Background: an optimization exercise with open tools, aiming at small area and a short achievable clock period. Do not read the settings as production practice. In this exercise RTL edits were held to simulation tests only and were not proved equivalent to the original. No activity file was given, so power comes from the tool's default toggle rates.

==> design/flow/run.sh <==
#!/bin/bash
# synth_recipe.tcl (not shown) runs the flow's synth.tcl, then flattens the netlist and writes it again
# the make line also repeats each setting of config.mk as NAME=value (left out here)
make -C /OpenROAD-flow-scripts/flow DESIGN_CONFIG=/design/flow/config.mk WORK_HOME=/design/flow/orfs CLKGATE_MAP_FILE= SYNTH_SCRIPT=/design/flow/synth_recipe.tcl finish
==> design/flow/config.mk <==
export PLATFORM = sky130hd
export DESIGN_NAME = pow_5_pipe
export DESIGN_NICKNAME = pow_5_pipe
export VERILOG_FILES = /design/flow/design.v
export SDC_FILE = /design/flow/constraint.sdc
export NUM_CORES = 4
export LEC_CHECK = 0
export CAP_MARGIN = 20
export CORE_MARGIN = 2
export CORE_UTILIZATION = 40
export CTS_BUF_LIST = sky130_fd_sc_hd__clkbuf_4 sky130_fd_sc_hd__clkbuf_8
export CTS_CLUSTER_DIAMETER = 60
export CTS_CLUSTER_SIZE = 40
export PLACE_DENSITY = 0.75
export SETUP_SLACK_MARGIN = 4.3
export SLEW_MARGIN = 20
==> design/flow/constraint.sdc <==
create_clock -name core_clock -period 6.4 [get_ports {clock}]
set_input_delay 1.2800 -clock core_clock [delete_from_list [all_inputs] [get_ports {clock}]]
set_output_delay 1.2800 -clock core_clock [all_outputs]
set_load 0.01 [all_outputs]
==> design/flow/design.v <==
module pow_5_pipe
(
    input             clock,
    input      [17:0] n,
    output reg [17:0] n_pow_5
);
    reg [17:0] n_1;
    always @(posedge clock) n_1 <= n;
    wire [5:0] a_1 = n_1[5:0];
    wire [11:0] h_1 = n_1[17:6];
    wire [63:0] f_t_dec = 64'd1 << a_1;
    wire f_t_4 = |(f_t_dec & 64'h8282282882822828);
    wire f_t_5 = |(f_t_dec & 64'hc46eec466ec446ec);
    wire f_t_6 = |(f_t_dec & 64'h604ae2e04acae048);
    wire f_t_7 = |(f_t_dec & 64'h468aec2ae6a04688);
    wire f_t_8 = |(f_t_dec & 64'hce440a0864e40880);
    wire f_t_9 = |(f_t_dec & 64'h428ecaac0e42a640);
    wire f_t_10 = |(f_t_dec & 64'h3654f0901094de70);
    wire f_t_11 = |(f_t_dec & 64'h106e786ef40a3060);
    wire f_t_12 = |(f_t_dec & 64'h561646a0b8b4c840);
    wire f_t_13 = |(f_t_dec & 64'h9c3a7c9a28c26a00);
    wire f_t_14 = |(f_t_dec & 64'h8854120cec3c1a80);
    wire f_t_15 = |(f_t_dec & 64'h2988e390f95eb700);
    wire f_t_16 = |(f_t_dec & 64'hf7b0aa4e070ab400);
    wire f_t_17 = |(f_t_dec & 64'he5c2ef3058e09800);
    wire [63:0] a1_t_dec = 64'd1 << a_1;
    wire a1_t_4 = |(a1_t_dec & 64'h6c6c6c6c6c6c6c6c);
    wire a1_t_5 = |(a1_t_dec & 64'haa00aa00aa00aa0);
    wire a1_t_6 = |(a1_t_dec & 64'h466eecc4466eecc4);
    wire a1_t_7 = |(a1_t_dec & 64'h222a02228880a888);
    wire a1_t_8 = |(a1_t_dec & 64'h9ed21c589eda3c58);
    wire a1_t_9 = |(a1_t_dec & 64'haae4e60228664480);
    wire a1_t_10 = |(a1_t_dec & 64'h103c1e7cf672f8b0);
    wire a1_t_11 = |(a1_t_dec & 64'hea60e02a4ec2e8e0);
    wire [63:0] a2_t_dec = 64'd1 << a_1;
    wire a2_t_3 = |(a2_t_dec & 64'hee44ee44ee44ee44);
    wire a2_t_4 = |(a2_t_dec & 64'he04a4ae0e04a4ae0);
    wire [31:0] h2_t_dec = 32'd1 << h_1[4:0];
    wire h2_t_3 = |(h2_t_dec & 32'h28282828);
    wire h2_t_4 = |(h2_t_dec & 32'h1ab01ab0);
    reg [5:0] a_2;
    reg [11:0] h_2;
    reg f_2_4;
    reg f_2_5;
    reg f_2_6;
    reg f_2_7;
    reg f_2_8;
    reg f_2_9;
    reg f_2_10;
    reg f_2_11;
    reg f_2_12;
    reg f_2_13;
    reg f_2_14;
    reg f_2_15;
    reg f_2_16;
    reg f_2_17;
    reg a1_2_4;
    reg a1_2_5;
    reg a1_2_6;
    reg a1_2_7;
    reg a1_2_8;
    reg a1_2_9;
    reg a1_2_10;
    reg a1_2_11;
    reg a2_2_3;
    reg a2_2_4;
    reg h2_2_3;
    reg h2_2_4;
    always @(posedge clock) begin
        a_2 <= a_1;
        h_2 <= h_1;
        f_2_4 <= f_t_4;
        f_2_5 <= f_t_5;
        f_2_6 <= f_t_6;
        f_2_7 <= f_t_7;
        f_2_8 <= f_t_8;
        f_2_9 <= f_t_9;
        f_2_10 <= f_t_10;
        f_2_11 <= f_t_11;
        f_2_12 <= f_t_12;
        f_2_13 <= f_t_13;
        f_2_14 <= f_t_14;
        f_2_15 <= f_t_15;
        f_2_16 <= f_t_16;
        f_2_17 <= f_t_17;
        a1_2_4 <= a1_t_4;
        a1_2_5 <= a1_t_5;
        a1_2_6 <= a1_t_6;
        a1_2_7 <= a1_t_7;
        a1_2_8 <= a1_t_8;
        a1_2_9 <= a1_t_9;
        a1_2_10 <= a1_t_10;
        a1_2_11 <= a1_t_11;
        a2_2_3 <= a2_t_3;
        a2_2_4 <= a2_t_4;
        h2_2_3 <= h2_t_3;
        h2_2_4 <= h2_t_4;
    end
    wire w1 = ((a_2[0] & a_2[1]));
    wire w2 = ((a_2[0] & a_2[2]));
    wire w3 = ((a_2[0] & a_2[3]));
    wire w4 = a_2[0] & h_2[0];
    wire w5 = a_2[0] & h_2[1];
    wire w6 = a_2[0] & h_2[2];
    wire w7 = a_2[0] & h_2[3];
    wire w8 = a_2[0] & h_2[4];
    wire w9 = a_2[0] & h_2[5];
    wire w10 = a_2[0] & h_2[6];
    wire w11 = a_2[0] & h_2[7];
    wire w12 = a_2[0] & h_2[8];
    wire w13 = a_2[0] & h_2[9];
    wire w14 = a_2[0] & h_2[10];
    wire w15 = a_2[0] & h_2[11];
    wire w16 = a_2[0] & h_2[0];
    wire w17 = a_2[0] & h_2[1];
    wire w18 = a_2[0] & h_2[2];
    wire w19 = a_2[0] & h_2[3];
    wire w20 = a_2[0] & h_2[4];
    wire w21 = a_2[0] & h_2[5];
    wire w22 = a_2[0] & h_2[6];
    wire w23 = a_2[0] & h_2[7];
    wire w24 = a_2[0] & h_2[8];
    wire w25 = a_2[0] & h_2[9];
    wire w26 = a1_2_4 & h_2[0];
    wire w27 = a1_2_4 & h_2[1];
    wire w28 = a1_2_4 & h_2[2];
    wire w29 = a1_2_4 & h_2[3];
    wire w30 = a1_2_4 & h_2[4];
    wire w31 = a1_2_4 & h_2[5];
    wire w32 = a1_2_4 & h_2[6];
    wire w33 = a1_2_4 & h_2[7];
    wire w34 = a1_2_5 & h_2[0];
    wire w35 = a1_2_5 & h_2[1];
    wire w36 = a1_2_5 & h_2[2];
    wire w37 = a1_2_5 & h_2[3];
    wire w38 = a1_2_5 & h_2[4];
    wire w39 = a1_2_5 & h_2[5];
    wire w40 = a1_2_5 & h_2[6];
    wire w41 = a1_2_6 & h_2[0];
    wire w42 = a1_2_6 & h_2[1];
    wire w43 = a1_2_6 & h_2[2];
    wire w44 = a1_2_6 & h_2[3];
    wire w45 = a1_2_6 & h_2[4];
    wire w46 = a1_2_6 & h_2[5];
    wire w47 = a1_2_7 & h_2[0];
    wire w48 = a1_2_7 & h_2[1];
    wire w49 = a1_2_7 & h_2[2];
    wire w50 = a1_2_7 & h_2[3];
    wire w51 = a1_2_7 & h_2[4];
    wire w52 = a1_2_8 & h_2[0];
    wire w53 = a1_2_8 & h_2[1];
    wire w54 = a1_2_8 & h_2[2];
    wire w55 = a1_2_8 & h_2[3];
    wire w56 = a1_2_9 & h_2[0];
    wire w57 = a1_2_9 & h_2[1];
    wire w58 = a1_2_9 & h_2[2];
    wire w59 = a1_2_10 & h_2[0];
    wire w60 = a1_2_10 & h_2[1];
    wire w61 = a1_2_11 & h_2[0];
    wire w62 = a_2[0] & h_2[0];
    wire w63 = ((~h_2[0] & h_2[1]));
    wire w64 = a_2[0] & w63;
    wire w65 = a_2[0] & h2_2_3;
    wire w66 = a_2[0] & h2_2_4;
    wire w67 = ((a_2[0] & a_2[1]));
    wire w68 = w67 & h_2[0];
    wire w69 = ((~h_2[0] & h_2[1]));
    wire w70 = w67 & w69;
    wire w71 = w67 & h2_2_3;
    wire w72 = ((a_2[0] & ~a_2[2]));
    wire w73 = w72 & h_2[0];
    wire w74 = ((~h_2[0] & h_2[1]));
    wire w75 = w72 & w74;
    wire w76 = a2_2_3 & h_2[0];
    wire w77 = a2_2_4 & h_2[0];
    wire w78 = f_2_6 ^ w4;
    wire w79 = f_2_6 & w4;
    wire w80 = f_2_7 ^ w5 ^ w79;
    wire w81 = (f_2_7 & w5) | (f_2_7 & w79) | (w5 & w79);
    wire w82 = f_2_8 ^ w6 ^ w16;
    wire w83 = (f_2_8 & w6) | (f_2_8 & w16) | (w6 & w16);
    wire w84 = w82 ^ w81;
    wire w85 = w82 & w81;
    wire w86 = f_2_9 ^ w7 ^ w17;
    wire w87 = (f_2_9 & w7) | (f_2_9 & w17) | (w7 & w17);
    wire w88 = w83 ^ w86 ^ w85;
    wire w89 = (w83 & w86) | (w83 & w85) | (w86 & w85);
    wire w90 = f_2_10 ^ w8 ^ w18;
    wire w91 = (f_2_10 & w8) | (f_2_10 & w18) | (w8 & w18);
    wire w92 = w26 ^ w87 ^ w90;
    wire w93 = (w26 & w87) | (w26 & w90) | (w87 & w90);
    wire w94 = f_2_11 ^ w9 ^ w19;
    wire w95 = (f_2_11 & w9) | (f_2_11 & w19) | (w9 & w19);
    wire w96 = w27 ^ w34 ^ w91;
    wire w97 = (w27 & w34) | (w27 & w91) | (w34 & w91);
    wire w98 = w94 ^ w93 ^ w96;
    wire w99 = (w94 & w93) | (w94 & w96) | (w93 & w96);
    wire w100 = f_2_12 ^ w10 ^ w20;
    wire w101 = (f_2_12 & w10) | (f_2_12 & w20) | (w10 & w20);
    wire w102 = w28 ^ w35 ^ w41;
    wire w103 = (w28 & w35) | (w28 & w41) | (w35 & w41);
    wire w104 = w95 ^ w100 ^ w102;
    wire w105 = (w95 & w100) | (w95 & w102) | (w100 & w102);
    wire w106 = f_2_13 ^ w11 ^ w21;
    wire w107 = (f_2_13 & w11) | (f_2_13 & w21) | (w11 & w21);
    wire w108 = w29 ^ w36 ^ w42;
    wire w109 = (w29 & w36) | (w29 & w42) | (w36 & w42);
    wire w110 = w47 ^ w62 ^ w101;
    wire w111 = (w47 & w62) | (w47 & w101) | (w62 & w101);
    wire w112 = w103 ^ w106 ^ w108;
    wire w113 = (w103 & w106) | (w103 & w108) | (w106 & w108);
    wire w114 = w105 ^ w110 ^ w112;
    wire w115 = (w105 & w110) | (w105 & w112) | (w110 & w112);
    wire w116 = f_2_14 ^ w12 ^ w22;
    wire w117 = (f_2_14 & w12) | (f_2_14 & w22) | (w12 & w22);
    wire w118 = w30 ^ w37 ^ w43;
    wire w119 = (w30 & w37) | (w30 & w43) | (w37 & w43);
    wire w120 = w48 ^ w52 ^ w68;
    wire w121 = (w48 & w52) | (w48 & w68) | (w52 & w68);
    wire w122 = w107 ^ w109 ^ w116;
    wire w123 = (w107 & w109) | (w107 & w116) | (w109 & w116);
    wire w124 = w118 ^ w120 ^ w111;
    wire w125 = (w118 & w120) | (w118 & w111) | (w120 & w111);
    wire w126 = f_2_15 ^ w13 ^ w23;
    wire w127 = (f_2_15 & w13) | (f_2_15 & w23) | (w13 & w23);
    wire w128 = w31 ^ w38 ^ w44;
    wire w129 = (w31 & w38) | (w31 & w44) | (w38 & w44);
    wire w130 = w49 ^ w53 ^ w56;
    wire w131 = (w49 & w53) | (w49 & w56) | (w53 & w56);
    wire w132 = w64 ^ w73 ^ w117;
    wire w133 = (w64 & w73) | (w64 & w117) | (w73 & w117);
    wire w134 = w119 ^ w121 ^ w126;
    wire w135 = (w119 & w121) | (w119 & w126) | (w121 & w126);
    wire w136 = w128 ^ w130 ^ w123;
    wire w137 = (w128 & w130) | (w128 & w123) | (w130 & w123);
    wire w138 = f_2_16 ^ w14 ^ w24;
    wire w139 = (f_2_16 & w14) | (f_2_16 & w24) | (w14 & w24);
    wire w140 = w32 ^ w39 ^ w45;
    wire w141 = (w32 & w39) | (w32 & w45) | (w39 & w45);
    wire w142 = w50 ^ w54 ^ w57;
    wire w143 = (w50 & w54) | (w50 & w57) | (w54 & w57);
    wire w144 = w59 ^ w65 ^ w70;
    wire w145 = (w59 & w65) | (w59 & w70) | (w65 & w70);
    wire w146 = w76 ^ w127 ^ w129;
    wire w147 = (w76 & w127) | (w76 & w129) | (w127 & w129);
    wire w148 = w131 ^ w138 ^ w140;
    wire w149 = (w131 & w138) | (w131 & w140) | (w138 & w140);
    wire w150 = w142 ^ w144 ^ w133;
    wire w151 = (w142 & w144) | (w142 & w133) | (w144 & w133);
    wire w152 = w135 ^ w146 ^ w148;
    wire w153 = (w135 & w146) | (w135 & w148) | (w146 & w148);
    wire w154 = f_2_17 ^ w15 ^ w25;
    wire w155 = w33 ^ w40 ^ w46;
    wire w156 = w51 ^ w55 ^ w58;
    wire w157 = w60 ^ w61 ^ w66;
    wire w158 = w71 ^ w75 ^ w77;
    wire w159 = w139 ^ w141 ^ w143;
    wire w160 = w145 ^ w154 ^ w155;
    wire w161 = w156 ^ w157 ^ w158;
    wire w162 = w147 ^ w149 ^ w159;
    reg [32:0] t_3;
    always @(posedge clock) begin
        t_3[0] <= a_2[0];
        t_3[1] <= w1;
        t_3[2] <= w2;
        t_3[3] <= w3;
        t_3[4] <= f_2_4;
        t_3[5] <= f_2_5;
        t_3[6] <= w78;
        t_3[7] <= w80;
        t_3[8] <= w84;
        t_3[9] <= w88;
        t_3[10] <= w92;
        t_3[11] <= w89;
        t_3[12] <= w98;
        t_3[13] <= w97;
        t_3[14] <= w104;
        t_3[15] <= w99;
        t_3[16] <= w114;
        t_3[17] <= w113;
        t_3[18] <= w122;
        t_3[19] <= w124;
        t_3[20] <= w115;
        t_3[21] <= w132;
        t_3[22] <= w134;
        t_3[23] <= w125;
        t_3[24] <= w136;
        t_3[25] <= w137;
        t_3[26] <= w150;
        t_3[27] <= w152;
        t_3[28] <= w160;
        t_3[29] <= w161;
        t_3[30] <= w151;
        t_3[31] <= w153;
        t_3[32] <= w162;
    end
    wire w163 = t_3[13] ^ t_3[14] ^ t_3[15];
    wire w164 = (t_3[13] & t_3[14]) | (t_3[13] & t_3[15]) | (t_3[14] & t_3[15]);
    wire w165 = t_3[17] ^ t_3[18] ^ t_3[19];
    wire w166 = (t_3[17] & t_3[18]) | (t_3[17] & t_3[19]) | (t_3[18] & t_3[19]);
    wire w167 = t_3[21] ^ t_3[22] ^ t_3[23];
    wire w168 = (t_3[21] & t_3[22]) | (t_3[21] & t_3[23]) | (t_3[22] & t_3[23]);
    wire w169 = t_3[24] ^ w166 ^ w167;
    wire w170 = (t_3[24] & w166) | (t_3[24] & w167) | (w166 & w167);
    wire w171 = t_3[25] ^ t_3[26] ^ t_3[27];
    wire w172 = (t_3[25] & t_3[26]) | (t_3[25] & t_3[27]) | (t_3[26] & t_3[27]);
    wire w173 = w168 ^ w171 ^ w170;
    wire w174 = (w168 & w171) | (w168 & w170) | (w171 & w170);
    wire w175 = t_3[28] ^ t_3[29];
    wire w176 = t_3[30] ^ t_3[31];
    wire w177 = t_3[32] ^ w175;
    wire w178 = w176 ^ w177;
    wire w179 = w172 ^ w178;
    wire w180 = w179 ^ w174;
    wire [11:0] s0 = {1'b0, w173, w169, t_3[20], t_3[16], w163, t_3[12], t_3[10], t_3[9], t_3[8], t_3[7], t_3[6]};
    wire [11:0] s1 = {1'b0, 1'b0, 1'b0, w165, w164, 1'b0, 1'b0, t_3[11], 1'b0, 1'b0, 1'b0, 1'b0};
    wire [11:0] sum = s0 + s1;
    always @(posedge clock) n_pow_5 <= {sum[11] ^ w180, sum[10:0], t_3[5], t_3[4], t_3[3], t_3[2], t_3[1], t_3[0]};
endmodule
==> run summary, run 1 <==
WS Path Type = reg2reg
All-Layer GR Usage = 17.0%
Setup tns final = 0 ns
Final GP Congestion = 0.945
Post-synth EDFFs = 0
VDD IR max = 0.245 mV
Maximum buffer depth of the clock tree = 2
Chip height = 120 um
Top cell type's share of synthesized area = 41.3%
Sequential share of the synthesized area = 41.3%
Worst Setup End Kind = flop
RSZ-0062 raised after global routing = true
Placed cell areas = 5790 sq um
Leakage = 2.52 nW
Minimum clock period = 2.26 ns
Stages on worst setup path = 6
Synth Register Bits = 111
Final hold vios = 0
Clock buffer count from CTS = 9
Core ar. = 13200 sq um
Worst path slowest cell = fa_1
Worst path required time = 6.67 ns
Synth Net Count = 614
Final wirelength = 11.5 mm
Drt pass-1 iters = 4
Htree depth = 3
Drc violations = 0
# rows = 42
Initial antenna violation count = 0
Layout fillers = 1234
Most used cell, CP = fa_1
R2R cell count = 6
First-pass GRT wire length = 19.2 mm
Number of global-route vias before repair = 3828
Hold Path Stages = 0
CTS tree = done
Most used DFF post-synth = dfxtp_1
Die area = 14400 sq um
Final Max Slew Viols = 0
Worst path bufs/invs = 2
ANT nets after route = 0
Initial Util = 40.8%
Setup violations, final = 0
Clock Latency Late Sink = 0.38 ns
Result of the run = complete, no violations
PnR Total Power = 1.89 mW
Pre-CTS WS = 4.00 ns
Vias/cell = 5.15
Avg WL per Cell = 15.2 um
Hold Path Class = reg2reg
Vias = 3887
Critical Path Max Stage Delay = 0.55 ns
Post-DP HPWL = 8.02 mm
F_max = 442 MHz
Clock-pin transition on the worst setup and hold timing paths = 0.10 ns
Worst-path cell chain = and2_4, fa_1, inv_2, fa_1, inv_2, fa_1
Storage cell area = 2250 sq um
Ant. Diodes = 0
Clock sink count = 111
Avg Cell Area, Syn = 9.83 sq um
Crit-path max FO = 6
Clock skew = 0.0153 ns
Nets@finish = 641
Worst-Margin Slew = 0.507 ns
Netlist cell types = 53
Yosys synthesis warning count = 1
Post-synth ARST share = 0%
Final Hold Slack = 0.329 ns
Maxcap violations = 0
Final period utilization = 35.4%
Top Family by Delay on Critical Path = adder cells
Count of input and output buffers = 36
Clk root buf = clkbuf_8
Largest net degree at the start of global routing = 52
Post-route worst setup slack = 4.14 ns
IO Pins = 37
Critical Path AT = 2.53 ns
Die Width = 120 um
DRT iter0 DRCs = 349
Area contributors post-synth = dfxtp_1 (41%), fa_1 (16%), nand2_1 (4.7%), xnor2_1 (4.7%), a21oi_1 (3.8%)
Layout cell share with drive strength beyond 1 = 16.4%
Area leader, netlist = dfxtp_1
Synthesized area = 5380 sq um
Multi-input combinational cell area = 2810 sq um
Pwr Density = 314 nW/um^2
Grt total ovfl = 0
Area growth, synth to finish = 12.1%
Crit start category = flop
Post-route cell area = 6030 sq um
Synth Instances = 547
Slew margin rel. = 65.9%
flip-flops by register name, summed over array words and instances, names as in the netlist, 4 cells and up:
| signal | flops |
|---|---|
| a_2 | 4 |
| h_2 | 12 |
| n_1 | 18 |
| n_pow_5 | 18 |
| t_3 | 33 |
cells by family after synthesis:
family	synth area share (%)
xor gates and xnor gates	6.33
and+or+nand+nor	12.8
AOI/OAI and AO/OA	14.8
muxes	0.372
buffers and inverters	7.28
adders and majority gates	17.0
DFF	41.3
per-stage QoR:
stage | instances | utilization (%)
final | 755 | 45.7
after CTS | 752 | 45.2
after floorplan | 547 | -
after global routing | 755 | 45.7
after global placement | 731 | 43.9
after detailed placement | 731 | 43.9
per-layer routing:
layer	global-route usage (%)	share of wire, %	vias up
met1	22.4	44	1877
met4	7.28	2.3	0
met2	26.5	47	137
li1	-	-	1861
met3	4.52	6.7	12
met5	0	0	-
layout make-up:
cell class | count | area share, %
Multi-Input combinational cell | 361 | 46.6
Sequential cell | 111 | 37.3
Timing Repair Buffer | 50 | 6.75
Tap cell | 176 | 3.65
Inverter | 41 | 2.55
Clock buffer | 11 | 2.41
Clock inverter | 5 | 0.685
where the power goes:
| group | switching (mW) | internal, mW | total (mW) |
|---|---|---|---|
| registers | 0.0594 | 0.828 | 0.887 |
| clock network | 0.226 | 0.159 | 0.386 |
| logic | 0.311 | 0.306 | 0.618 |
| total | 0.597 | 1.29 | 1.89 |
worst reg2reg max path: cells and delay by family (launching register included):
kind | cells | cell delay (ns)
buffers and inverters | 2 | 0.09
DFF | 1 | 0.39
adders and majority gates | 3 | 1.50
and+or+nand+nor | 1 | 0.17
cells in the final DEF (no fill, tap or decap), types with 4 or more instances in the layout:
| cell | instances |
|---|---|
| a211oi_1 | 4 |
| a21oi_1 | 41 |
| a221o_1 | 4 |
| a31oi_1 | 5 |
| and2_1 | 14 |
| and2_4 | 5 |
| buf_2 | 13 |
| buf_4 | 14 |
| buf_6 | 5 |
| clkbuf_8 | 10 |
| clkdlybuf4s50_1 | 18 |
| dfxtp_1 | 98 |
| dfxtp_2 | 8 |
| dfxtp_4 | 5 |
| fa_1 | 38 |
| fa_2 | 4 |
| ha_1 | 6 |
| inv_1 | 33 |
| inv_2 | 8 |
| nand2_1 | 66 |
| nand2_2 | 5 |
| nand3_1 | 4 |
| nor2_1 | 22 |
| nor2b_1 | 8 |
| nor3_1 | 8 |
| o21ai_0 | 28 |
| o21ai_1 | 7 |
| o221ai_1 | 6 |
| o22ai_1 | 11 |
| xnor2_1 | 28 |
| xor2_1 | 8 |
path summary, 6_finish.rpt:
kind	from	endpoint	slack, ns
max	h_2[3]$_DFF_P_	t_3[16]$_DFF_P_	4.14
min	t_3[1]$_DFF_P_	n_pow_5[1]$_DFF_P_	0.33
max reg2reg	h_2[3]$_DFF_P_	t_3[16]$_DFF_P_	4.14
min reg2reg	t_3[1]$_DFF_P_	n_pow_5[1]$_DFF_P_	0.33
cell usage after synthesis (5+ instances only):
library cell,count
inv_2,6
buf_6,6
buf_4,11
inv_1,35
ha_1,6
nor2_1,23
fa_1,42
buf_2,10
a31oi_1,5
xor2_1,8
dfxtp_1,111
nor2b_1,9
o221ai_1,6
o21ai_1,7
o22ai_1,11
nor3_1,8
o21ai_0,28
clkbuf_1,6
nand2_1,68
and2_1,19
a21oi_1,41
xnor2_1,29
repair_timing:
action | 4_1_cts | 5_1_grt
setup endpoints to repair | 38 | 33
setup buffers | 5 | 3
hold buffers | 0 | 0
pin swaps | 1 | 3
gates resized for setup | 86 | 18
==> inputs of run 2 (changes only) <==
--- a/design/flow/config.mk
+++ b/design/flow/config.mk
@@ -13,4 +13,4 @@
 export CTS_CLUSTER_SIZE = 40
 export PLACE_DENSITY = 0.75
-export SETUP_SLACK_MARGIN = 4.3
+export SETUP_SLACK_MARGIN = 4.2
 export SLEW_MARGIN = 20
==> run summary, run 2 <==
Result of the run = complete, no violations
Maxcap violations = 0
Synthesized area = 5380 sq um
Final wirelength = 11.6 mm
Flip-flop count of the largest register after layout = 33
R2R cell count = 6
Yosys synthesis warning count = 1
Final hold vios = 0
First-pass GRT wire length = 19.3 mm
HP Start = t_3[8]$_DFF_P_
GRT busiest layer = met2
Final Max Slew Viols = 0
F_max = 453 MHz
VDD IR max = 0.141 mV
Hold Path Sink = n_pow_5[8]$_DFF_P_
Hold Path Class = reg2reg
All-Layer GR Usage = 17.2%
Initial antenna violation count = 0
Clock skew = 0.0176 ns
Drc violations = 0
Chip height = 120 um
Post-synth EDFFs = 0
Netlist cell types = 53
Clk root buf = clkbuf_8
Die area = 14400 sq um
Worst path required time = 6.72 ns
WS Path Type = reg2reg
Avg WL per Cell = 15.3 um
Top cell type's share of synthesized area = 41.3%
Final period utilization = 34.5%
Met2 GRT Util = 26.2%
Ant. Diodes = 0
Worst Setup End Kind = flop
Nets@finish = 645
IO Pins = 37
# rows = 42
Clock Latency Late Sink = 0.39 ns
CTS tree = done
Most frequent cells in the layout = dfxtp_1 (98), nand2_1 (64), a21oi_1 (41)
Most used DFF post-synth = dfxtp_1
Drt pass-1 iters = 5
Count of input and output buffers = 36
Crit-path max FO = 7
Met1 GRT Util = 23.6%
Area growth, synth to finish = 12.7%
Net switching power = 0.613 mW
Share of power burned in combinational logic = 32.1%
Grt met3 use = 4.42%
Setup violations, final = 0
Crit start category = flop
Worst-Margin Slew = 0.504 ns
Clock buffer count from CTS = 9
Vias/cell = 5.06
Vias = 3834
Top cells by count, synth = dfxtp_1 (111), nand2_1 (68), fa_1 (42)
Crit path from = a_2[0]$_DFF_P_
DRT iter0 DRCs = 369
Post-synth ARST share = 0%
Setup tns final = 0 ns
R2R Setup Slk = 4.19 ns
Post-route worst setup slack = 4.19 ns
Sw Share = 31.6%
Critical Path AT = 2.53 ns
Area contributors post-synth = dfxtp_1 (41%), fa_1 (16%), nand2_1 (4.7%), xnor2_1 (4.7%), a21oi_1 (3.8%)
Most common cell after layout, fill and taps aside = dfxtp_1
Largest net degree at the start of global routing = 52
Number of global-route vias before repair = 3798
Clock power frac = 22.3%
Sequential share of the synthesized area = 41.3%
Hold Path Stages = 0
Minimum clock period = 2.21 ns
ANT nets after route = 0
Leakage = 2.54 nW
Post-route cell area = 6060 sq um
Synth Net Count = 614
Initial Util = 40.8%
Avg Cell Area, Syn = 9.83 sq um
Placed cell areas = 5770 sq um
Reg2reg end = t_3[27]$_DFF_P_
Reg-to-Reg Start = a_2[0]$_DFF_P_
Core ar. = 13200 sq um
Slew margin rel. = 66.4%
Post-DP HPWL = 7.96 mm
Most numerous cell in the Yosys netlist = dfxtp_1
Grt total ovfl = 0
Layout cell share with drive strength beyond 1 = 17.4%
Synth Instances = 547
Maximum buffer depth of the clock tree = 2
Clock sink count = 111
Die Width = 120 um
Htree depth = 3
Synth Register Bits = 111
Int Pwr = 1.32 mW
Sequential share of power = 45.6%
Largest Register = t_3
Clock-pin transition on the worst setup and hold timing paths = 0.10 ns
Pwr Density = 320 nW/um^2
Area leader, netlist = dfxtp_1
RSZ-0062 raised after global routing = true
Final GP Congestion = 0.922
Regs by FF count = t_3: 33 flops, n_1: 18 flops, n_pow_5: 18 flops
Pre-CTS WS = 4.07 ns
-- run 2: worst max path at each step --
stage | to | slack, ns | cells after the start
final | t_3[27]$_DFF_P_ | 4.19 | 6
after floorplan | t_3[27]$_DFF_P_ | 4.15 | 7
after global placement | t_3[16]$_DFF_P_ | 4.10 | 6
after global routing | t_3[12]$_DFF_P_ | 4.14 | 6
after detailed placement | t_3[24]$_DFF_P_ | 4.07 | 4
after CTS | n_pow_5[2] | 4.17 | 1
-- run 2: logic make-up (layout without fill, tap and decap cells) --
logic type	Yosys count	count (layout)	share of synthesized area, %
muxes	2	2	0.372
AOI/OAI and AO/OA	128	128	14.8
buffers and inverters	75	110	7.28
xor gates and xnor gates	38	38	6.33
adders and majority gates	48	48	17.0
DFF	111	111	41.3
and+or+nand+nor	145	145	12.8
-- run 2: cell type report --
type / count / area (sq um)
inverter: 41 / 154
fill: 1242 / 7130
clock buffer: 10 / 138
sequential: 111 / 2260
tap: 176 / 220
clock inverter: 5 / 65.1
timing repair buffer: 54 / 413
multi-input combinational: 361 / 2810
-- run 2: per-stage QoR --
stage	power [mW]	cells	util, %	hold slack (ns)
after floorplan	1.35	547	-	0.310
after global placement	1.51	731	43.7	0.310
after detailed placement	1.54	731	43.7	0.312
after CTS	1.96	755	45.8	0.333
after global routing	2.07	758	45.9	0.338
final	1.94	758	45.9	0.333
-- run 2: power by group through the flow --
stage	combinational, mW	sequential (mW)	clock [mW]
2_1_floorplan	0.446	0.908	0
3_3_place_gp	0.610	0.903	0
3_5_place_dp	0.634	0.905	0
4_1_cts	0.632	0.886	0.444
5_1_grt	0.697	0.897	0.473
6_report	0.622	0.883	0.432
-- run 2: timing repair --
action                     CTS  global route
gates resized for setup    103            14
buffers inserted             9             3
gates cloned                 0             0
hold buffers                 0             0
setup endpoints to repair   31            18
pin swaps                   15             6
-- run 2: routing by layer --
| metal | up-vias | routed length (um) |
|---|---|---|
| met5 | - | 0 |
| met4 | 0 | 223 |
| met3 | 20 | 840 |
| met2 | 144 | 5240 |
| met1 | 1805 | 5320 |
| li1 | 1865 | - |
-- run 2: critical path, cell delays in order, from the launching register on --
cell	delay [ns]
dfxtp_4	0.39
and2_4	0.15
fa_1	0.50
inv_1	0.05
fa_1	0.49
inv_2	0.04
fa_1	0.52
==> inputs of run 3 (changes only) <==
==> design/flow/flow/run.sh (new file) <==
#!/bin/bash
set -o pipefail
export BUFFER_PORTS_ARGS="-buffer_cell sky130_fd_sc_hd__buf_1"
export CTS_ARGS="-sink_clustering_enable -repair_clock_nets -dont_use_dummy_load -sink_clustering_size 40 -sink_clustering_max_diameter 60 -buf_list {sky130_fd_sc_hd__clkbuf_4 sky130_fd_sc_hd__clkbuf_8}"
bash standard.sh finish > standard.log 2>&1
==> design/flow/standard.sh (new file) <==
#!/bin/bash
# synth_recipe.tcl (not shown) runs the flow's synth.tcl, then flattens the netlist and writes it again
# the make line also repeats each setting of config.mk as NAME=value (left out here)
make -C /OpenROAD-flow-scripts/flow DESIGN_CONFIG=/design/flow/config.mk WORK_HOME=/design/flow/orfs CLKGATE_MAP_FILE= SYNTH_SCRIPT=/design/flow/synth_recipe.tcl "${@:-finish}"
removed: design/flow/run.sh
==> run summary, run 3 <==
R2R cell count = 6
Largest Register = t_3
Inst Count DP = 731
VDD IR max = 0.190 mV
Regs by FF count = t_3: 33 flops, n_1: 18 flops, n_pow_5: 18 flops
Count of input and output buffers = 36
Initial Util = 40.8%
Netlist cell types = 53
Minimum clock period = 2.22 ns
Most common cell after layout, fill and taps aside = dfxtp_1
HP Start = n_1[11]$_DFF_P_
PnR Total Power = 1.83 mW
Post-synth EDFFs = 0
F_max = 451 MHz
Clock sink count = 111
Chip height = 120 um
Layout fillers = 1221
Synth Register Bits = 111
Most numerous cell in the Yosys netlist = dfxtp_1
Clock skew = 0.0199 ns
Die Width = 120 um
Post-synth ARST share = 0%
Grt total ovfl = 0
Flip-flop count of the largest register after layout = 33
Sw Share = 31.8%
Worst Setup End Kind = flop
Area growth, synth to finish = 8.15%
Sequential share of power = 48.7%
Area contributors post-synth = dfxtp_1 (41%), fa_1 (16%), nand2_1 (4.7%), xnor2_1 (4.7%), a21oi_1 (3.8%)
Avg WL per Cell = 15.3 um
Pre-CTS WS = 4.06 ns
Synth Instances = 547
Clk root buf = clkbuf_8
DRT iter0 DRCs = 405
First-pass GRT wire length = 19.2 mm
All-Layer GR Usage = 17.0%
Ant. Diodes = 0
Sequential share of the synthesized area = 41.3%
Pwr Density = 314 nW/um^2
Clock-pin transition on the worst setup and hold timing paths = 0.09 ns
Net switching power = 0.581 mW
Post-DP HPWL = 7.89 mm
Maxcap violations = 0
Post-route cell area = 5810 sq um
Vias = 3858
Clock Latency Late Sink = 0.38 ns
Clock buffer count from CTS = 9
RSZ-0062 raised after global routing = true
IO Pins = 37
Drc violations = 0
Crit path from = a_2[0]$_DFF_P_
Initial antenna violation count = 0
Crit start category = flop
ANT nets after route = 0
Share of power burned in combinational logic = 33.7%
Most used DFF post-synth = dfxtp_1
Final GP Congestion = 0.930
Hold Path Stages = 0
Reg-to-Reg Start = a_2[0]$_DFF_P_
Worst-Margin Slew = 0.513 ns
Maximum buffer depth of the clock tree = 2
Final Hold Slack = 0.311 ns
Avg Cell Area, Syn = 9.83 sq um
Drt pass-1 iters = 5
Area leader, netlist = dfxtp_1
Result of the run = complete, no violations
Clock power frac = 17.6%
Leakage = 2.38 nW
Worst path required time = 6.66 ns
Synth Net Count = 614
Post-layout util = 44.1%
Post-cts hold buffer count = 0
Final Max Slew Viols = 0
Core ar. = 13200 sq um
Largest net degree at the start of global routing = 52
Most frequent cells in the layout = dfxtp_1 (99), nand2_1 (65), a21oi_1 (41)
Vias/cell = 5.16
Hold Path Class = reg2reg
Layout cell share with drive strength beyond 1 = 12.4%
Crit-path max FO = 7
Yosys synthesis warning count = 1
Htree depth = 3
Setup tns final = 0 ns
Number of global-route vias before repair = 3785
Slew margin rel. = 65.8%
WS Path Type = reg2reg
CTS tree = done
Post-Layout Cell Count = 747
Nets@finish = 640
Final wirelength = 11.5 mm
Post-route worst setup slack = 4.18 ns
Top cells by count, synth = dfxtp_1 (111), nand2_1 (68), fa_1 (42)
Top cell type's share of synthesized area = 41.3%
# rows = 42
Placed cell areas = 5540 sq um
Synthesized area = 5380 sq um
Int Pwr = 1.25 mW
Final hold vios = 0
Critical Path AT = 2.48 ns
Final period utilization = 34.7%
Die area = 14400 sq um
Setup violations, final = 0
==> run 3: cell count changes in the layout (fill, tap and decap cells not counted), moves of 3 or more <==
cell	change
buf_1	+36
buf_2	-18
dfxtp_4	-3
clkdlybuf4s50_1	-18
buf_4	-4
==> run 3: worst paths after layout <==
| path | to | slack, ns |
|---|---|---|
| setup / recovery | t_3[27]$_DFF_P_ | 4.18 |
| hold / removal | h_2[5]$_DFF_P_ | 0.31 |
| setup reg to reg | t_3[27]$_DFF_P_ | 4.18 |
| hold reg to reg | h_2[5]$_DFF_P_ | 0.31 |
==> run 3: worst max-delay path, cell delays in order (launching register included) <==
cell and delay, ns:
dfxtp_4 0.39, and2_4 0.15, fa_1 0.51, inv_1 0.06
fa_1 0.48, inv_1 0.05, fa_1 0.45
==> run 3: area by class of cell <==
class                   count  area, sq um  area share (%)
flip-flops and latches    111         2250            38.7
multi-input cells         361         2830            48.6
well taps                 176          220            3.79
repair buffers             49          236            4.07
inverters                  41          154            2.65
clock buffers               9          124            2.13
==> run 3: what timing repair did <==
item,CTS,global route
pin swaps,11,8
endpoints found under the setup margin,14,16
gates resized for setup,28,13
buffers inserted,7,0
==> run 3: cell families after synthesis <==
group,after synthesis,share of synthesized area (%)
simple gates,145,12.8
compound gates,128,14.8
flops,111,41.3
buf+inv,75,7.28
fa+ha+maj,48,17.0
xor+xnor,38,6.33
mux,2,0.372
==> run 3: routing by layer <==
metal | global-route usage (%) | wire, um | part of all wire, % | vias to the layer above
li1 | - | - | - | 1848
met3 | 3.90 | 784 | 6.8 | 17
met2 | 26.5 | 5390 | 47 | 164
met5 | 0 | 0 | 0 | -
met1 | 23.0 | 5050 | 44 | 1829
met4 | 6.84 | 227 | 2.0 | 0
==> run 3: power groups by stage <==
stage	sequential, mW	combinational, mW	clock, mW
after CTS	0.890	0.608	0.336
after detailed placement	0.908	0.582	0
after global routing	0.904	0.703	0.356
after floorplan	0.908	0.446	0
after global placement	0.901	0.559	0
final	0.890	0.615	0.322
==> inputs of run 4 (changes only) <==
==> design/flow/flow/run.sh (replaced) <==
#!/bin/bash
set -o pipefail
export BUFFER_PORTS_ARGS="-buffer_cell sky130_fd_sc_hd__buf_1"
export RECOVER_POWER=100
export CTS_ARGS="-sink_clustering_enable -repair_clock_nets -dont_use_dummy_load -sink_clustering_size 40 -sink_clustering_max_diameter 60 -buf_list {sky130_fd_sc_hd__clkbuf_4 sky130_fd_sc_hd__clkbuf_8}"
bash standard.sh finish > standard.log 2>&1
==> run summary, run 4 <==
Grt total ovfl = 0
Final period utilization = 55.9%
CTS tree = done
Post-synth EDFFs = 0
Final GP Congestion = 0.930
Area leader, netlist = dfxtp_1
Netlist cell types = 53
Worst Setup End Kind = flop
Most frequent cells in the layout = dfxtp_1 (100), nand2_1 (69), a21oi_1 (41)
Hold Path Stages = 0
Clk root buf = clkbuf_8
Top cell type's share of synthesized area = 41.3%
Post-synth ARST share = 0%
Nets@finish = 640
Worst path slowest cell = clkbuf_1
Final Max Slew Viols = 178
Pwr Density = 316 nW/um^2
Minimum clock period = 3.58 ns
Result of the run = complete, but fails checks
Maximum buffer depth of the clock tree = 2
Setup tns final = 0 ns
RSZ-0062 raised after global routing = true
Worst-Margin Slew = 2.17 ns
Die area = 14400 sq um
Crit-path max FO = 43
Largest Register = t_3
Leakage = 2.34 nW
Regs by FF count = t_3: 33 flops, n_1: 18 flops, n_pow_5: 18 flops
Maxcap violations = 4
Clock-pin transition on the worst setup and hold timing paths = 0.09 ns
Die Width = 120 um
Layout fillers = 1238
Most common cell after layout, fill and taps aside = dfxtp_1
Sequential share of the synthesized area = 41.3%
VDD IR max = 0.189 mV
Drc violations = 0
Yosys synthesis warning count = 1
Hold Path Class = reg2reg
Vias/cell = 5.17
Post-cts hold buffer count = 0
Crit start category = flop
Critical Path Max Stage Delay = 1.23 ns
Htree depth = 3
Most used DFF post-synth = dfxtp_1
Final hold vios = 0
Placed cell areas = 5540 sq um
Area contributors post-synth = dfxtp_1 (41%), fa_1 (16%), nand2_1 (4.7%), xnor2_1 (4.7%), a21oi_1 (3.8%)
R2R cell count = 6
Worst path required time = 6.66 ns
Setup violations, final = 0
Initial Util = 40.8%
Avg WL per Cell = 15.4 um
Slew margin rel. = -44.5%
Layout Check Fails = max-capacitance violations, max-slew violations
Drt pass-1 iters = 5
Top cells by count, synth = dfxtp_1 (111), nand2_1 (68), fa_1 (42)
IO Pins = 37
Initial antenna violation count = 0
WS Path Type = reg2reg
# rows = 42
Post-layout util = 43.5%
Clock Latency Late Sink = 0.38 ns
All-Layer GR Usage = 17.0%
Post-route cell area = 5740 sq um
Avg Cell Area, Syn = 9.83 sq um
Clock buffer count from CTS = 9
Most numerous cell in the Yosys netlist = dfxtp_1
First-pass GRT wire length = 19.2 mm
Clock skew = 0.0195 ns
Flip-flop count of the largest register after layout = 33
Number of global-route vias before repair = 3785
Area growth, synth to finish = 6.68%
Synth Net Count = 614
Multi-input combinational cell area = 2780 sq um
Vias = 3861
Critical Path AT = 3.84 ns
Storage cell area = 2250 sq um
Count of input and output buffers = 36
Synth Instances = 547
F_max = 280 MHz
Synth Register Bits = 111
Chip height = 120 um
Core ar. = 13200 sq um
Final wirelength = 11.5 mm
ANT nets after route = 0
DRT iter0 DRCs = 445
Layout cell share with drive strength beyond 1 = 8.41%
Post-DP HPWL = 7.89 mm
Synthesized area = 5380 sq um
Ant. Diodes = 0
Largest net degree at the start of global routing = 52
Worst-path cell chain = clkbuf_1, inv_1, nand2_1, a21oi_1, a21o_1, a221o_1
Clock sink count = 111
[run 4: cells by family (layout without fill, tap and decap cells)]
kind of cell / count (synthesis) / count (layout) / synth area share, %
AOI/OAI and AO/OA: 128 / 128 / 14.8
xor gates and xnor gates: 38 / 38 / 6.33
adders and majority gates: 48 / 48 / 17.0
buffers and inverters: 75 / 99 / 7.28
DFF: 111 / 111 / 41.3
muxes: 2 / 2 / 0.372
and+or+nand+nor: 145 / 145 / 12.8
[run 4: metal layers]
metal | vias up | global-route usage, % | routed length, um
met3 | 16 | 3.90 | 770
met4 | 0 | 6.84 | 227
met1 | 1842 | 23.0 | 5140
met5 | - | 0 | 0
li1 | 1845 | - | -
met2 | 158 | 26.5 | 5380
[run 4: power breakdown]
group / total, mW / internal [mW] / switching [mW] / leakage [nW]
Sequential: 0.888 / 0.828 / 0.0604 / 0.936
Combinational: 0.600 / 0.281 / 0.319 / 1.34
Clock: 0.322 / 0.126 / 0.195 / 0.0647
Total: 1.81 / 1.24 / 0.575 / 2.34
[run 4: final cells by class]
cell class                      count  area share (%)
Multi-Input combinational cell    361            48.5
Sequential cell                   111            39.2
Timing Repair Buffer               49            3.60
Clock buffer                        9            2.16
Inverter                           41            2.68
Tap cell                          176            3.84
[run 4: final timing paths]
| kind | start | to | slack [ns] |
|---|---|---|---|
| worst max-delay path | n_1[0]$_DFF_P_ | f_2_11$_DFF_P_ | 2.82 |
| worst min-delay path | n_1[11]$_DFF_P_ | h_2[5]$_DFF_P_ | 0.31 |
| worst max register to register | n_1[0]$_DFF_P_ | f_2_11$_DFF_P_ | 2.82 |
| worst min register to register | n_1[11]$_DFF_P_ | h_2[5]$_DFF_P_ | 0.31 |
[run 4: stage by stage]
step	setup slack, ns	hold slack [ns]	instances	total power, mW
CTS	4.19	0.312	747	1.83
floorplan	4.15	0.310	547	1.35
detailed placement	4.06	0.312	731	1.49
global placement	4.11	0.312	731	1.46
finish	2.82	0.311	747	1.81
global route	2.57	0.316	747	1.95
[run 4: worst max-delay path, delay by kind of cell (launching register included)]
kind,cells,cell delay (ns)
flip-flops,1,0.31
AO/OA/AOI/OAI,3,0.65
buffers and inverters,2,2.04
AND/OR/NAND/NOR,1,0.46
[run 4: repair_timing]
item | CTS | global route
hold endpoints to repair | 0 | 0
setup endpoints to repair | 14 | 16
gates resized for setup | 28 | 13
setup buffers | 7 | 0
pin swaps | 11 | 8
==> inputs of run 5 (changes only) <==
==> design/flow/flow/run.sh (replaced) <==
#!/bin/bash
set -o pipefail
export BUFFER_PORTS_ARGS="-buffer_cell sky130_fd_sc_hd__buf_1"
export CTS_ARGS="-sink_clustering_enable -repair_clock_nets -dont_use_dummy_load -sink_clustering_size 40 -sink_clustering_max_diameter 60 -buf_list {sky130_fd_sc_hd__clkbuf_4 sky130_fd_sc_hd__clkbuf_8}"
bash standard.sh finish > standard.log 2>&1
==> run summary, run 5 <==
Layout fillers = 1221
Avg WL per Cell = 15.3 um
Chip height = 120 um
Count of input and output buffers = 36
Worst Setup End Kind = flop
Final wirelength = 11.5 mm
Worst path required time = 6.66 ns
Placed cell areas = 5540 sq um
Regs by FF count = t_3: 33 flops, n_1: 18 flops, n_pow_5: 18 flops
Post-layout util = 44.1%
Mux cell area share after synthesis = 0.372%
Post-synthesis adder-cell area fraction = 17.0%
Leakage = 2.38 nW
Clock buffer count from CTS = 9
Post-route worst setup slack = 4.18 ns
Clock-pin transition on the worst setup and hold timing paths = 0.09 ns
Initial Util = 40.8%
Ant. Diodes = 0
Maximum buffer depth of the clock tree = 2
Drc violations = 0
First-pass GRT wire length = 19.2 mm
Main combinational cell family by area after synthesis = adder cells
Hold Path Class = reg2reg
Clock sink count = 111
Setup tns final = 0 ns
All-Layer GR Usage = 17.0%
Netlist cell types = 53
VDD IR max = 0.190 mV
Post-route cell area = 5810 sq um
Top cells by count, synth = dfxtp_1 (111), nand2_1 (68), fa_1 (42)
# rows = 42
Most common cell after layout, fill and taps aside = dfxtp_1
Pwr Density = 314 nW/um^2
Worst-Margin Slew = 0.513 ns
Clock Latency Late Sink = 0.38 ns
Post-cts hold buffer count = 0
Slew margin rel. = 65.8%
Minimum clock period = 2.22 ns
Area growth, synth to finish = 8.15%
Area contributors post-synth = dfxtp_1 (41%), fa_1 (16%), nand2_1 (4.7%), xnor2_1 (4.7%), a21oi_1 (3.8%)
Top cell type's share of synthesized area = 41.3%
Final GP Congestion = 0.930
R2R cell count = 6
Pre-CTS WS = 4.06 ns
Largest net degree at the start of global routing = 52
Clk root buf = clkbuf_8
Largest Register = t_3
Grt total ovfl = 0
Post-DP HPWL = 7.89 mm
Net switching power = 0.581 mW
Sw Share = 31.8%
F_max = 451 MHz
Post-synth EDFFs = 0
Result of the run = complete, no violations
Synth Instances = 547
Nets@finish = 640
Most frequent cells in the layout = dfxtp_1 (99), nand2_1 (65), a21oi_1 (41)
Clock power frac = 17.6%
Crit start category = flop
Synth Area in Compound Gates = 14.8%
Maxcap violations = 0
Synth Register Bits = 111
Core ar. = 13200 sq um
Initial antenna violation count = 0
Yosys synthesis warning count = 1
RSZ-0062 raised after global routing = true
Post-synth ARST share = 0%
WS Path Type = reg2reg
ANT nets after route = 0
Share of power burned in combinational logic = 33.7%
IO Pins = 37
Int Pwr = 1.25 mW
Synth Area in XOR/XNOR = 6.33%
Number of global-route vias before repair = 3785
Sequential share of power = 48.7%
Area leader, netlist = dfxtp_1
Critical Path AT = 2.48 ns
Layout cell share with drive strength beyond 1 = 12.4%
Htree depth = 3
Final Max Slew Viols = 0
Vias/cell = 5.16
Synth Net Count = 614
Sequential share of the synthesized area = 41.3%
Vias = 3858
CTS tree = done
Setup violations, final = 0
Die Width = 120 um
Crit-path max FO = 7
DRT iter0 DRCs = 405
Most used DFF post-synth = dfxtp_1
Final period utilization = 34.7%
Avg Cell Area, Syn = 9.83 sq um
Synthesized area = 5380 sq um
Hold Path Stages = 0
Final hold vios = 0
Synth Area in Simple Gates = 12.8%
Most numerous cell in the Yosys netlist = dfxtp_1
Flip-flop count of the largest register after layout = 33
Clock skew = 0.0199 ns
Die area = 14400 sq um
Drt pass-1 iters = 5
-- run 5: cell type report --
type	count	area, sq um	area share [%]
repair buffers	49	236	4.07
flip-flops and latches	111	2250	38.7
well taps	176	220	3.79
inverters	41	154	2.65
multi-input cells	361	2830	48.6
clock buffers	9	124	2.13
-- run 5: final timing paths --
check	from	slack (ns)	to
setup / recovery	a_2[0]$_DFF_P_	4.18	t_3[27]$_DFF_P_
hold / removal	n_1[11]$_DFF_P_	0.31	h_2[5]$_DFF_P_
setup reg to reg	a_2[0]$_DFF_P_	4.18	t_3[27]$_DFF_P_
hold reg to reg	n_1[11]$_DFF_P_	0.31	h_2[5]$_DFF_P_
-- run 5: worst max-delay path, cell delays in order, from the launching register on --
cell	delay, ns
dfxtp_4	0.39
and2_4	0.15
fa_1	0.51
inv_1	0.06
fa_1	0.48
inv_1	0.05
fa_1	0.45
-- run 5: logic make-up after synthesis --
logic type | count (synthesis)
flops | 111
mux | 2
buf+inv | 75
compound gates | 128
simple gates | 145
fa+ha+maj | 48
xor+xnor | 38
-- run 5: power by group through the flow --
stage / Clock, mW / Sequential [mW] / Combinational [mW]
after floorplan: 0 / 0.908 / 0.446
after global placement: 0 / 0.901 / 0.559
after detailed placement: 0 / 0.908 / 0.582
after CTS: 0.336 / 0.890 / 0.608
after global routing: 0.356 / 0.904 / 0.703
final: 0.322 / 0.890 / 0.615
-- run 5: what timing repair did --
| item | in CTS | in global routing |
|---|---|---|
| setup endpoints to repair | 14 | 16 |
| pin swaps | 11 | 8 |
| setup buffers | 7 | 0 |
| resized for setup | 28 | 13 |
-- run 5: through the flow --
stage          total power [mW]  cells  hold slack, ns
2_1_floorplan              1.35    547           0.310
3_3_place_gp               1.46    731           0.312
3_5_place_dp               1.49    731           0.312
4_1_cts                    1.83    747           0.312
5_1_grt                    1.96    747           0.316
6_report                   1.83    747           0.311
-- run 5: routing by layer --
| layer | global-route usage [%] | part of all wire, % | up-vias |
|---|---|---|---|
| met5 | 0 | 0 | - |
| li1 | - | - | 1848 |
| met2 | 26.5 | 47 | 164 |
| met1 | 23.0 | 44 | 1829 |
| met4 | 6.84 | 2.0 | 0 |
| met3 | 3.90 | 6.8 | 17 |
==> inputs of run 6 (changes only) <==
--- a/design/flow/config.mk
+++ b/design/flow/config.mk
@@ -12,5 +12,5 @@
 export CTS_CLUSTER_DIAMETER = 60
 export CTS_CLUSTER_SIZE = 40
-export PLACE_DENSITY = 0.75
+export PLACE_DENSITY = 0.8
 export SETUP_SLACK_MARGIN = 4.2
 export SLEW_MARGIN = 20
==> run summary, run 6 <==
Worst path slowest cell = fa_1
Final hold vios = 0
Count of input and output buffers = 36
VDD IR max = 0.104 mV
Drt pass-1 iters = 5
Synth Net Count = 614
Most numerous cell in the Yosys netlist = dfxtp_1
Nets@finish = 650
Synthesized area = 5380 sq um
Slew margin rel. = 67.1%
Ant. Diodes = 0
Met2 WL post-DR = 5.35 mm
Drc violations = 0
Critical Path Max Stage Delay = 0.53 ns
Post-DP HPWL = 7.50 mm
Result of the run = complete, no violations
Die Width = 120 um
Stages on worst setup path = 7
Post-Route M1 WL = 4.74 mm
Chip height = 120 um
Sequential share of the synthesized area = 41.3%
Met3 wire length = 834 um
Post-Layout Cell Count = 757
Initial antenna violation count = 0
Grt total ovfl = 0
Critical Path AT = 2.49 ns
Avg Cell Area, Syn = 9.83 sq um
Clk root buf = clkbuf_8
Reg-to-Reg Start = h_2[3]$_DFF_P_
Final Max Slew Viols = 0
All-Layer GR Usage = 15.8%
Setup violations, final = 0
RSZ-0062 raised after global routing = true
Synth Instances = 547
ANT nets after route = 0
Crit-path max FO = 3
F_max = 458 MHz
Clock buffer count from CTS = 9
Avg WL per Cell = 14.8 um
Post-synth EDFFs = 0
Die area = 14400 sq um
WS Path Type = reg2reg
CTS tree = done
Pwr Density = 313 nW/um^2
PnR Total Power = 1.85 mW
Setup tns final = 0 ns
Worst path bufs/invs = 3
Vias/cell = 5.06
# rows = 42
Crit path from = h_2[3]$_DFF_P_
Yosys synthesis warning count = 1
First-pass GRT wire length = 17.9 mm
Synth Register Bits = 111
DRT iter0 DRCs = 496
Area contributors post-synth = dfxtp_1 (41%), fa_1 (16%), nand2_1 (4.7%), xnor2_1 (4.7%), a21oi_1 (3.8%)
Worst path required time = 6.71 ns
Leakage = 2.42 nW
Reg2reg end = t_3[16]$_DFF_P_
Final period utilization = 34.1%
Flip-flop count of the largest register after layout = 33
Area growth, synth to finish = 9.87%
Inst Count DP = 731
Final wirelength = 11.2 mm
Htree depth = 3
Minimum clock period = 2.18 ns
R2R cell count = 7
Layout fillers = 1207
Vias = 3833
Largest Register = t_3
Most used DFF post-synth = dfxtp_1
Most frequent cells in the layout = dfxtp_1 (98), nand2_1 (65), a21oi_1 (41)
Post-synth ARST share = 0%
Maxcap violations = 0
Largest net degree at the start of global routing = 52
Max Used Layer = met4
Most common cell after layout, fill and taps aside = dfxtp_1
Worst-path cell chain = buf_4, buf_4, nand2_1, inv_1, fa_2, fa_2, fa_1
Area leader, netlist = dfxtp_1
Regs by FF count = t_3: 33 flops, n_1: 18 flops, n_pow_5: 18 flops
Crit start category = flop
Layout cell share with drive strength beyond 1 = 15.7%
Top Family by Delay on Critical Path = adder cells
Maximum buffer depth of the clock tree = 2
Worst Setup End Kind = flop
Top cell type's share of synthesized area = 41.3%
Worst-Margin Slew = 0.494 ns
Clock sink count = 111
Final GP Congestion = 0.951
IO Pins = 37
Netlist cell types = 53
Top cells by count, synth = dfxtp_1 (111), nand2_1 (68), fa_1 (42)
Clock Latency Late Sink = 0.38 ns
Hold Path Class = reg2reg
R2R Setup Slk = 4.22 ns
Core ar. = 13200 sq um
Clock skew = 0.0296 ns
Initial Util = 40.8%
Number of global-route vias before repair = 3602
Clock-pin transition on the worst setup and hold timing paths = 0.09 ns
CP Capture Point = t_3[16]$_DFF_P_
run 6: cell counts after synthesis:
No cell type changed its count.
run 6: per-layer routing:
metal,global-route usage (%),up-vias
met5,0,-
met4,6.69,0
met3,3.56,20
met2,25.0,178
met1,20.9,1768
li1,-,1867
run 6: worst min-delay path by stage:
stage                    startpoint                  to  depth (start not counted)
finish               t_3[0]$_DFF_P_  n_pow_5[0]$_DFF_P_                          0
global route         t_3[0]$_DFF_P_  n_pow_5[0]$_DFF_P_                          0
CTS                  t_3[0]$_DFF_P_  n_pow_5[0]$_DFF_P_                          0
detailed placement  n_1[10]$_DFF_P_      h_2[4]$_DFF_P_                          0
global placement     t_3[3]$_DFF_P_  n_pow_5[3]$_DFF_P_                          0
floorplan           n_1[16]$_DFF_P_     h_2[10]$_DFF_P_                          0
run 6: repair_timing:
item,4_1_cts,5_1_grt
resized for setup,29,23
pin swaps,12,9
buffers inserted,14,3
endpoints found under the hold margin,0,0
hold buffers,0,0
endpoints found under the setup margin,11,13
run 6: layout make-up:
type,count,area [sq um],share of cell area (%)
Multi-Input combinational cell,361,2840,48.1
Sequential cell,111,2250,38.1
Timing Repair Buffer,59,315,5.34
Tap cell,176,220,3.73
Inverter,41,154,2.61
Clock buffer,9,124,2.10
run 6: cell families (layout without fill, tap and decap cells):
family                     Yosys count  in the layout  share of synthesized area [%]
and+or+nand+nor                    145            145                           12.8
AOI/OAI and AO/OA                  128            128                           14.8
DFF                                111            111                           41.3
buffers and inverters               75            109                           7.28
adders and majority gates           48             48                           17.0
xor gates and xnor gates            38             38                           6.33
muxes                                2              2                          0.372
run 6: per-stage QoR:
step	worst slack (ns)	instance area (sq um)	hold WS (ns)	utilization, %
floorplan	4.15	5390	0.310	-
global placement	4.10	5540	0.312	42.0
detailed placement	4.03	5540	0.312	42.0
CTS	4.19	5820	0.311	44.2
global route	4.14	5910	0.314	44.8
finish	4.22	5910	0.307	44.8
run 6: where the power goes:
group          total (mW)  leakage, nW  internal, mW  switching, mW
Clock               0.320       0.0647         0.127          0.193
Combinational       0.640         1.42         0.309          0.332
Sequential          0.887        0.936         0.828         0.0598
==> inputs of run 7 (changes only) <==
--- a/design/flow/config.mk
+++ b/design/flow/config.mk
@@ -12,5 +12,5 @@
 export CTS_CLUSTER_DIAMETER = 60
 export CTS_CLUSTER_SIZE = 40
-export PLACE_DENSITY = 0.8
-export SETUP_SLACK_MARGIN = 4.2
+export PLACE_DENSITY = 0.75
+export SETUP_SLACK_MARGIN = 4.25
 export SLEW_MARGIN = 20
==> run summary, run 7 <==
Placed cell areas = 5550 sq um
Ant. Diodes = 0
Top cells by count, synth = dfxtp_1 (111), nand2_1 (68), fa_1 (42)
Final hold vios = 0
Clk root buf = clkbuf_8
Final period utilization = 34.0%
ANT nets after route = 0
Post-synth ARST share = 0%
Clock sink count = 111
Chip height = 120 um
WS Path Type = reg2reg
Synth Net Count = 614
Die area = 14400 sq um
Slew margin rel. = 65.6%
Most numerous cell in the Yosys netlist = dfxtp_1
Vias/cell = 5.16
Drc violations = 0
CTS tree = done
Final GP Congestion = 0.962
PnR Total Power = 1.83 mW
Worst path required time = 6.66 ns
Final Max Slew Viols = 0
Setup violations, final = 0
Die Width = 120 um
Critical Path AT = 2.44 ns
Area contributors post-synth = dfxtp_1 (41%), fa_1 (16%), nand2_1 (4.7%), xnor2_1 (4.7%), a21oi_1 (3.8%)
First-pass GRT wire length = 19.0 mm
Leakage = 2.45 nW
Top cell type's share of synthesized area = 41.3%
Area growth, synth to finish = 9.73%
IO Pins = 37
Synthesized area = 5380 sq um
Synth Register Bits = 111
Drt pass-1 iters = 4
Maximum buffer depth of the clock tree = 2
Avg WL per Cell = 15.4 um
Clock Latency Late Sink = 0.38 ns
Core ar. = 13200 sq um
Yosys synthesis warning count = 1
Result of the run = complete, no violations
Area leader, netlist = dfxtp_1
Hold Path Class = reg2reg
Final wirelength = 11.6 mm
Largest Register = t_3
Post-route cell area = 5900 sq um
Post-route worst setup slack = 4.22 ns
Most used DFF post-synth = dfxtp_1
Most common cell after layout, fill and taps aside = dfxtp_1
Post-DP HPWL = 8.08 mm
DRT iter0 DRCs = 457
Post-cts hold buffer count = 0
Htree depth = 3
Maxcap violations = 0
Setup tns final = 0 ns
Regs by FF count = t_3: 33 flops, n_1: 18 flops, n_pow_5: 18 flops
All-Layer GR Usage = 16.9%
Post-layout util = 44.7%
Crit-path max FO = 2
Crit start category = flop
Clock buffer count from CTS = 9
Vias = 3888
# rows = 42
Layout cell share with drive strength beyond 1 = 17.0%
Number of global-route vias before repair = 3754
Inst Count DP = 731
Final Hold Slack = 0.305 ns
Most frequent cells in the layout = dfxtp_1 (99), nand2_1 (64), a21oi_1 (41)
Pwr Density = 310 nW/um^2
RSZ-0062 raised after global routing = true
Pre-CTS WS = 4.09 ns
Largest net degree at the start of global routing = 52
Count of input and output buffers = 36
Worst Setup End Kind = flop
Sequential share of the synthesized area = 41.3%
Avg Cell Area, Syn = 9.83 sq um
Post-synth EDFFs = 0
F_max = 459 MHz
Worst-Margin Slew = 0.516 ns
Grt total ovfl = 0
Post-Layout Cell Count = 753
Nets@finish = 646
Layout fillers = 1205
Clock-pin transition on the worst setup and hold timing paths = 0.09 ns
Flip-flop count of the largest register after layout = 33
Initial antenna violation count = 0
Netlist cell types = 53
Synth Instances = 547
Initial Util = 40.8%
Clock skew = 0.0252 ns
VDD IR max = 0.160 mV
Minimum clock period = 2.18 ns
[run 7: repair_timing]
action                                  in CTS  in global routing
pin swaps                                   17                 14
setup buffers                               10                  3
endpoints found under the setup margin      21                 21
gates resized for setup                     34                 29
gates cloned                                 0                  0
[run 7: metal layers]
metal	vias up	track usage, %	part of all wire [%]
li1	1859	-	-
met1	1856	22.3	45
met2	155	26.7	47
met3	18	4.90	6.6
met4	0	5.59	1.8
met5	-	0	0
[run 7: cells by family (layout without fill, tap and decap cells)]
family,Yosys count,count (layout),synth area share [%]
and+or+nand+nor,145,145,12.8
AOI/OAI and AO/OA,128,128,14.8
DFF,111,111,41.3
buffers and inverters,75,105,7.28
adders and majority gates,48,48,17.0
xor gates and xnor gates,38,38,6.33
muxes,2,2,0.372
[run 7: cell type report]
type	count	area (sq um)	share of cell area, %
multi-input cells	361	2850	48.3
flip-flops and latches	111	2250	38.2
repair buffers	55	299	5.07
well taps	176	220	3.73
inverters	41	154	2.61
clock buffers	9	124	2.10
[run 7: power by group]
group          switching (mW)  internal (mW)
sequential             0.0585          0.828
combinational           0.320          0.299
clock                   0.196          0.126
[run 7: final timing paths]
kind	depth (start not counted)	slack, ns	from	endpoint
worst max-delay path	6	4.22	h_2[1]$_DFF_P_	t_3[16]$_DFF_P_
worst min-delay path	0	0.31	n_1[10]$_DFF_P_	h_2[4]$_DFF_P_
worst max register to register	6	4.22	h_2[1]$_DFF_P_	t_3[16]$_DFF_P_
worst min register to register	0	0.31	n_1[10]$_DFF_P_	h_2[4]$_DFF_P_
[run 7: worst max-delay path: stages, from the launching register on]
cell     delay (ns)
dfxtp_4        0.36
and2_4         0.16
fa_1           0.55
inv_2          0.04
fa_1           0.49
inv_1          0.05
fa_1           0.42
==> inputs of run 8 (changes only) <==
==> design/flow/flow/run.sh (replaced) <==
#!/bin/bash
# The standard layout, with these changes to how the layout is made:
#  - synthesis skips Yosys's early "abc -fast" pass (synth -noabc), so that extract_fa
#    finds the carry-save adder tree as the RTL writes it; everything else in the
#    synthesis script is the standard flow's (including -nofsm -noshare, flatten and renaming)
#  - port buffers use sky130_fd_sc_hd__buf_1 (every input and output still gets its own buffer)
#  - clock tree synthesis does not add dummy load cells
set -o pipefail
export BUFFER_PORTS_ARGS="-buffer_cell sky130_fd_sc_hd__buf_1"
export CTS_ARGS="-sink_clustering_enable -repair_clock_nets -dont_use_dummy_load -sink_clustering_size 40 -sink_clustering_max_diameter 60 -buf_list {sky130_fd_sc_hd__clkbuf_4 sky130_fd_sc_hd__clkbuf_8}"
sed '1s/yosys synth -nofsm -noshare /yosys synth -nofsm -noshare -noabc /' synth_recipe.tcl > flow_synth.tcl
sed "s#SYNTH_SCRIPT=[^ ]*synth_recipe.tcl#SYNTH_SCRIPT=$PWD/flow_synth.tcl#" standard.sh > flow_standard.sh
grep -q -- "-noabc" flow_synth.tcl && grep -q "flow_synth.tcl" flow_standard.sh || { echo "could not set up synthesis script" > standard.log; exit 1; }
bash flow_standard.sh finish > standard.log 2>&1
==> run summary, run 8 <==
VDD IR max = 0.112 mV
Initial antenna violation count = 0
Worst Setup End Kind = flop
Critical Path Max Stage Delay = 0.49 ns
Synth Instances = 517
Maximum buffer depth of the clock tree = 2
Sequential share of the synthesized area = 42.3%
Worst-Margin Slew = 0.545 ns
Top cell type's share of synthesized area = 42.3%
Pwr Density = 326 nW/um^2
Most used cell, CP = xnor2_2
Largest Register = t_3
Drc violations = 0
All-Layer GR Usage = 16.3%
Drt pass-1 iters = 5
Final wirelength = 11.3 mm
Avg Cell Area, Syn = 10.2 sq um
Sequential share of power = 47.3%
Most used DFF post-synth = dfxtp_1
Die area = 14100 sq um
Nets@finish = 605
Worst path required time = 6.67 ns
Clock-pin transition on the worst setup and hold timing paths = 0.09 ns
Post-synth EDFFs = 0
Most frequent cells in the layout = dfxtp_1 (98), nand2_1 (40), and2_1 (39)
Final hold vios = 0
CTS tree = done
Critical Path AT = 2.50 ns
IO Pins = 37
Number of global-route vias before repair = 3582
ANT nets after route = 0
Vias = 3712
Most common cell after layout, fill and taps aside = dfxtp_1
Share of power burned in combinational logic = 35.5%
Chip height = 119 um
Core ar. = 12700 sq um
Grt total ovfl = 0
Setup violations, final = 0
Count of input and output buffers = 36
Flip-flop count of the largest register after layout = 33
Net switching power = 0.584 mW
WS Path Type = reg2reg
Final GP Congestion = 0.932
Regs by FF count = t_3: 33 flops, n_1: 18 flops, n_pow_5: 18 flops
Top cells by count, synth = dfxtp_1 (111), and2_1 (47), fa_1 (42)
# rows = 41
Crit start category = flop
Clk root buf = clkbuf_8
Layout cell share with drive strength beyond 1 = 15.5%
Met2 GRT Util = 24.9%
Area leader, netlist = dfxtp_1
Post-cts hold buffer count = 0
Avg WL per Cell = 16.0 um
Synth Register Bits = 111
DRT iter0 DRCs = 502
Yosys synthesis warning count = 1
Result of the run = complete, no violations
Synthesized area = 5250 sq um
RSZ-0062 raised after global routing = true
Maxcap violations = 0
F_max = 449 MHz
Minimum clock period = 2.23 ns
Leakage = 2.29 nW
Synth Net Count = 584
Int Pwr = 1.30 mW
Grt met3 use = 4.49%
Setup tns final = 0 ns
Area growth, synth to finish = 9.99%
Slew margin rel. = 63.6%
Netlist cell types = 48
Vias/cell = 5.24
==> run 8: final cells by class <==
type	instances	area [sq um]
tap	172	215
clock buffer	9	124
timing repair buffer	46	235
inverter	5	18.8
fill	1263	6950
sequential	111	2240
multi-input combinational	365	2940
==> run 8: what timing repair did <==
item	in CTS	in global routing
setup endpoints to repair	11	23
pin swaps	6	10
gates resized for setup	15	45
setup buffers	2	2
cloned	0	0
==> run 8: cells by family after synthesis <==
kind of cell | after synthesis | share of synthesized area [%]
simple gates | 159 | 15.4
compound gates | 119 | 14.4
flops | 111 | 42.3
fa+ha+maj | 48 | 17.4
buf+inv | 41 | 3.91
xor+xnor | 38 | 6.34
mux | 1 | 0.191
==> run 8: critical path, delay by kind of cell, from the launching register on <==
kind,cells,cell delay (ns)
XOR/XNOR,4,0.58
flip-flops,1,0.33
adder cells (fa/ha/maj),3,1.22
==> run 8: stage by stage <==
stage | util (%) | worst slack [ns] | area [sq um] | instances | total power [mW]
after global routing | 45.4 | 4.08 | 5770 | 708 | 2.02
after CTS | 44.4 | 4.10 | 5650 | 706 | 1.85
after global placement | 43.1 | 4.19 | 5480 | 695 | 1.49
final | 45.4 | 4.17 | 5770 | 708 | 1.88
after floorplan | - | 4.24 | 5280 | 517 | 1.38
after detailed placement | 43.1 | 4.11 | 5480 | 695 | 1.52
==> run 8: final timing paths <==
| kind | slack (ns) | to | cells after the start | start |
|---|---|---|---|---|
| max | 4.17 | n_pow_5[17]$_DFF_P_ | 7 | t_3[23]$_DFF_P_ |
| min | 0.32 | n_pow_5[1]$_DFF_P_ | 0 | t_3[1]$_DFF_P_ |
| max reg2reg | 4.17 | n_pow_5[17]$_DFF_P_ | 7 | t_3[23]$_DFF_P_ |
| min reg2reg | 0.32 | n_pow_5[1]$_DFF_P_ | 0 | t_3[1]$_DFF_P_ |
==> run 8: power groups by stage <==
stage / registers [mW] / logic [mW] / clock network (mW)
floorplan: 0.910 / 0.466 / 0
global placement: 0.905 / 0.588 / 0
detailed placement: 0.907 / 0.611 / 0
CTS: 0.891 / 0.618 / 0.341
global route: 0.904 / 0.745 / 0.368
finish: 0.890 / 0.668 / 0.325
==> run 8: routing by layer <==
layer | share of wire [%] | vias to the layer above
met1 | 44 | 1742
met2 | 47 | 173
met4 | 2.3 | 0
met5 | 0 | -
li1 | - | 1779
met3 | 6.4 | 18

Re-timed with assumed drivers on the ports (clkbuf_16 on the clock, buf_2 on other inputs), run 8 has 4.173 ns of setup slack against 4.173 ns with ideal ports, and 4.173 ns once port delays also move by the mid clock arrival of 0.400 ns.
